This is an optimization exercise on Yosys and OpenROAD, whose aim is small area, not a production implementation. Function was checked by simulation only, so behaviour that the tests miss may differ from the original.

==> flow/design.v (excerpt) <==
module elephent(
    input  clk,
    input  rst,
    input  onoff,
    output o
);
==> flow/config.mk <==
export PLATFORM = sky130hd
export DESIGN_NAME = elephent
export DESIGN_NICKNAME = elephent
export VERILOG_FILES = /design/flow/design.v
export SDC_FILE = /design/flow/constraint.sdc
export NUM_CORES = 4
export LEC_CHECK = 0
export CAP_MARGIN = 20
export CORE_MARGIN = 2
export CORE_UTILIZATION = 40
export SLEW_MARGIN = 20
==> flow/constraint.sdc <==
create_clock -name core_clock -period 10.0 [get_ports {clk}]
set_input_delay 2.0000 -clock core_clock [delete_from_list [all_inputs] [get_ports {clk}]]
set_output_delay 2.0000 -clock core_clock [all_outputs]
set_load 0.01 [all_outputs]
standard.sh (not shown) runs the stock make flow with config.mk's settings and CLKGATE_MAP_FILE= SYNTH_SCRIPT=/design/flow/synth_recipe.tcl, a recipe that flattens the netlist after the stock synthesis.
==> flow/flow/run.sh <==
#!/bin/bash
# Own layout flow: the standard flow (standard.sh), with two changes:
#  - synthesis is the standard synthesis script with ABC's mapping script replaced by an
#    area-oriented one (flow/area.abc); registers are mapped before ABC, so their names and
#    cells are those of the standard synthesis;
#  - clock tree synthesis without dummy loads.
set -euo pipefail
W=$(pwd)
cat > "$W/own_synth.tcl" <<EOT
proc abc {args} {
  set i [lsearch -exact \$args -script]
  if {\$i >= 0} { set args [lreplace \$args \$i [expr {\$i + 1}] -script $W/flow/area.abc] }
  yosys abc {*}\$args
}
source $W/synth_recipe.tcl
EOT
bash "$W/standard.sh" "SYNTH_SCRIPT=$W/own_synth.tcl" \
  "CTS_ARGS=-sink_clustering_enable -repair_clock_nets -dont_use_dummy_load -buf_list sky130_fd_sc_hd__clkbuf_2 -root_buf sky130_fd_sc_hd__clkbuf_4 -sink_clustering_size 12 -sink_clustering_max_diameter 60" \
  finish > "$W/flow_make.log" 2>&1
==> flow/flow/area.abc <==
strash
dch
amap
topo
Next try:
--- a/flow/flow/run.sh
+++ b/flow/flow/run.sh
@@ -18 +18 @@
-  "CTS_ARGS=-sink_clustering_enable -repair_clock_nets -dont_use_dummy_load -buf_list sky130_fd_sc_hd__clkbuf_2 -root_buf sky130_fd_sc_hd__clkbuf_4 -sink_clustering_size 12 -sink_clustering_max_diameter 60" \
+  "CTS_ARGS=-sink_clustering_enable -repair_clock_nets -dont_use_dummy_load -buf_list sky130_fd_sc_hd__clkbuf_4 -root_buf sky130_fd_sc_hd__clkbuf_4 -sink_clustering_size 20 -sink_clustering_max_diameter 100" \
==> flow/flow/area.abc (replaced) <==
strash
&get -n
&deepsyn -T 60
&put
dc2
dch
amap
topo
- CORE_UTILIZATION: 40 -> 75
Result: First-iteration DRC count increases by well over a third; clock-buffer cell count does not change; area after synthesis came out lower by a few percent.

* * *

## run 1
The RTL this note starts from:
==> flow/design.v <==
module elephent(
    input  clk,
    input  rst,
    input  onoff,
    output o
);
    reg [9:0] y_do; reg s_do;
    wire [9:0] x_do = y_do ^ 10'b1010101010;
    wire j_do = (x_do & 10'b0011111111) == 10'b0011111111;
    wire [9:0] n_do = {x_do[8:0], x_do[2] ^ x_do[9]};
    wire [9:0] m_do = {n_do[9], n_do[8], n_do[7], n_do[6], n_do[5], n_do[4], n_do[3], n_do[2], n_do[1], (j_do ? 1'b0 : n_do[0])};
    always @(posedge clk) begin
        if (rst) begin y_do <= 10'b1001010101; s_do <= 1'b0; end
        else begin y_do <= m_do ^ 10'b1010101010; s_do <= s_do ^ j_do; end
    end
    reg [9:0] y_re; reg s_re;
    wire [9:0] x_re = y_re ^ 10'b1010101010;
    wire j_re = (x_re & 10'b0111111111) == 10'b0110010001;
    wire [9:0] n_re = {x_re[8:0], x_re[0] ^ x_re[9]};
    wire [9:0] m_re = {n_re[9], n_re[8], n_re[7], n_re[6], n_re[5], n_re[4], n_re[3], n_re[2], n_re[1], (j_re ? 1'b1 : n_re[0])};
    always @(posedge clk) begin
        if (rst) begin y_re <= 10'b0100111011; s_re <= 1'b0; end
        else begin y_re <= m_re ^ 10'b1010101010; s_re <= s_re ^ j_re; end
    end
    reg [9:0] y_mi; reg s_mi;
    wire [9:0] x_mi = y_mi ^ 10'b1010101010;
    wire j_mi = (x_mi & 10'b1011011011) == 10'b0010010010;
    wire [9:0] n_mi = {x_mi[8:0], x_mi[0] ^ x_mi[9]};
    wire [9:0] m_mi = {n_mi[9], n_mi[8], n_mi[7], n_mi[6], n_mi[5], n_mi[4], (j_mi ? 1'b0 : n_mi[3]), n_mi[2], n_mi[1], n_mi[0]};
    always @(posedge clk) begin
        if (rst) begin y_mi <= 10'b1000011100; s_mi <= 1'b0; end
        else begin y_mi <= m_mi ^ 10'b1010101010; s_mi <= s_mi ^ j_mi; end
    end
    reg [9:0] y_sol; reg s_sol;
    wire [9:0] x_sol = y_sol ^ 10'b1010101010;
    wire j_sol = (x_sol & 10'b0111111011) == 10'b0010110010;
    wire [9:0] n_sol = {x_sol[8:0], x_sol[2] ^ x_sol[9]};
    wire [9:0] m_sol = {n_sol[9], n_sol[8], n_sol[7], n_sol[6], n_sol[5], n_sol[4], n_sol[3], n_sol[2], n_sol[1], (j_sol ? 1'b0 : n_sol[0])};
    always @(posedge clk) begin
        if (rst) begin y_sol <= 10'b0000011000; s_sol <= 1'b0; end
        else begin y_sol <= m_sol ^ 10'b1010101010; s_sol <= s_sol ^ j_sol; end
    end
    reg [9:0] y_la; reg s_la;
    wire [9:0] x_la = y_la ^ 10'b1010101010;
    wire j_la = (x_la & 10'b1101111001) == 10'b0000001000;
    wire [9:0] n_la = {x_la[8:0], x_la[0] ^ x_la[9]};
    wire [9:0] m_la = {n_la[9], n_la[8], n_la[7], n_la[6], n_la[5], n_la[4], n_la[3], n_la[2], n_la[1], (j_la ? 1'b1 : n_la[0])};
    always @(posedge clk) begin
        if (rst) begin y_la <= 10'b1010100100; s_la <= 1'b0; end
        else begin y_la <= m_la ^ 10'b1010101010; s_la <= s_la ^ j_la; end
    end
    reg [16:0] yc;
    wire [16:0] xc = yc ^ 17'b11011000111111111;
    wire last = (xc & 17'b11111101111111101) == 17'b01101101011111101;
    wire [16:0] nc = {xc[15:0], xc[11] ^ xc[16]};
    wire [16:0] mc = {nc[16], nc[15], nc[14], nc[13], nc[12], nc[11], (last ? 1'b0 : nc[10]), nc[9], nc[8], nc[7], nc[6], nc[5], nc[4], nc[3], nc[2], nc[1], nc[0]};
    always @(posedge clk)
        if (rst) yc <= 0;
        else if (onoff) yc <= mc ^ 17'b11011000111111111;
    reg [6:0] code;
    always @(posedge clk)
        if (rst || !onoff) code <= 7'd0;
        else if (last) code <= code + 7'd1;
    reg sp;
    always @(*)
        if (!onoff) sp = 0;
        else case (code)
            8, 16, 24, 34, 42, 50, 72, 88, 94, 98: sp = s_sol;
            36, 40, 52, 56, 100: sp = s_mi;
            38, 54, 60, 104: sp = s_re;
            64, 70, 80, 86, 96: sp = s_la;
            44, 58, 62, 66, 68, 75, 78, 82, 83, 84, 90, 108: sp = s_do;
            default: sp = 0;
        endcase
    assign o = sp;
endmodule
Settings: LEC_CHECK=0, CAP_MARGIN=20, CORE_MARGIN=2, CORE_UTILIZATION=40, SLEW_MARGIN=20; clock period 10.0 ns.
==> flow/flow/run.sh <==
#!/bin/bash
# Own layout flow: the standard flow (standard.sh), with two changes:
#  - synthesis is the standard synthesis script with ABC's mapping script replaced by an
#    area-oriented one (flow/area.abc); registers are mapped before ABC, so their names and
#    cells are those of the standard synthesis;
#  - clock tree synthesis without dummy loads.
set -euo pipefail
W=$(pwd)
cat > "$W/own_synth.tcl" <<EOT
proc abc {args} {
  set i [lsearch -exact \$args -script]
  if {\$i >= 0} { set args [lreplace \$args \$i [expr {\$i + 1}] -script $W/flow/area.abc] }
  yosys abc {*}\$args
}
source $W/synth_recipe.tcl
EOT
bash "$W/standard.sh" "SYNTH_SCRIPT=$W/own_synth.tcl" \
  "CTS_ARGS=-sink_clustering_enable -repair_clock_nets -dont_use_dummy_load" \
  finish > "$W/flow_make.log" 2>&1
==> flow/flow/area.abc <==
strash
dch
amap
topo
Run 1: full flow OK, the timing, design-rule and antenna checks passed
Here is what was changed in the inputs of run 2 compared with run 1.
--- a/flow/flow/run.sh
+++ b/flow/flow/run.sh
@@ -16,4 +16,4 @@
 EOT
 bash "$W/standard.sh" "SYNTH_SCRIPT=$W/own_synth.tcl" \
-  "CTS_ARGS=-sink_clustering_enable -repair_clock_nets -dont_use_dummy_load" \
+  "CTS_ARGS=-sink_clustering_enable -repair_clock_nets -dont_use_dummy_load -buf_list {sky130_fd_sc_hd__clkbuf_4 sky130_fd_sc_hd__clkbuf_8} -root_buf sky130_fd_sc_hd__clkbuf_8" \
   finish > "$W/flow_make.log" 2>&1
[summary]
Compared with run 1, in run 2 worst setup slack roughly the same; endpoint required time on the critical path saw little to no change. Final cell count: run 2 vs run 1 identical.
#### Input delta (run 3 over run 2)
--- a/flow/flow/run.sh
+++ b/flow/flow/run.sh
@@ -16,4 +16,4 @@
 EOT
 bash "$W/standard.sh" "SYNTH_SCRIPT=$W/own_synth.tcl" \
-  "CTS_ARGS=-sink_clustering_enable -repair_clock_nets -dont_use_dummy_load -buf_list {sky130_fd_sc_hd__clkbuf_4 sky130_fd_sc_hd__clkbuf_8} -root_buf sky130_fd_sc_hd__clkbuf_8" \
+  "CTS_ARGS=-sink_clustering_enable -repair_clock_nets -dont_use_dummy_load -buf_list sky130_fd_sc_hd__clkbuf_4 -root_buf sky130_fd_sc_hd__clkbuf_8 -sink_clustering_size 8 -sink_clustering_max_diameter 40" \
   finish > "$W/flow_make.log" 2>&1
[summary]
- Status: number of I/O pins parity (run 3, run 2)
- Run 2 and run 3 ended up with nearly the same clock period minus final worst setup slack.
- Reported for run 2 and run 3, die area turned out identical to the last digit.
- ~same post-synthesis instance total in run 2 and run 3
- ~same number of well taps in run 2 and run 3
- Reported for run 2 and run 3, wire length turned out identical to the last digit.

what the ideal ports hide:
How much do the figures lean on ideal ports? The routed layouts below were timed once more, with nothing changed but the port constraints. Step 1: set_driving_cell puts a clkbuf_16 on clk and a buf_2 on each other input, an assumption about the parent block. Step 2 moves the port delays by t, midway between the first and last clock arrival at a register: inputs arrive t later, outputs are due t later. That takes back most of the time a late clock gives input paths. a / b / c = no drivers / after step 1 / after step 2; a / b = the first two.
run | shift t [ns] | slack for setup (ns) | worst setup path at the end | worst slew at a driven data input, ns
the first run of note 1 | 0.418 | 3.751 / 3.729 / 3.729 | input to output | 0.03
the second run of note 1 | 0.433 | 4.686 / 4.661 / 4.661 | input to output | 0.03
run 1 | 0.359 | 3.735 / 3.713 / 3.713 | input to output | 0.03
run 2 | 0.359 | 3.735 / 3.713 / 3.713 | input to output | 0.03
run 3 | 0.359 | 3.735 / 3.713 / 3.713 | input to output | 0.03
After both steps every run listed still meets setup and hold. For the second run of note 1, which loses most, drivers alone change the setup slack by -0.025 ns; drivers and shift together by -0.025 ns.
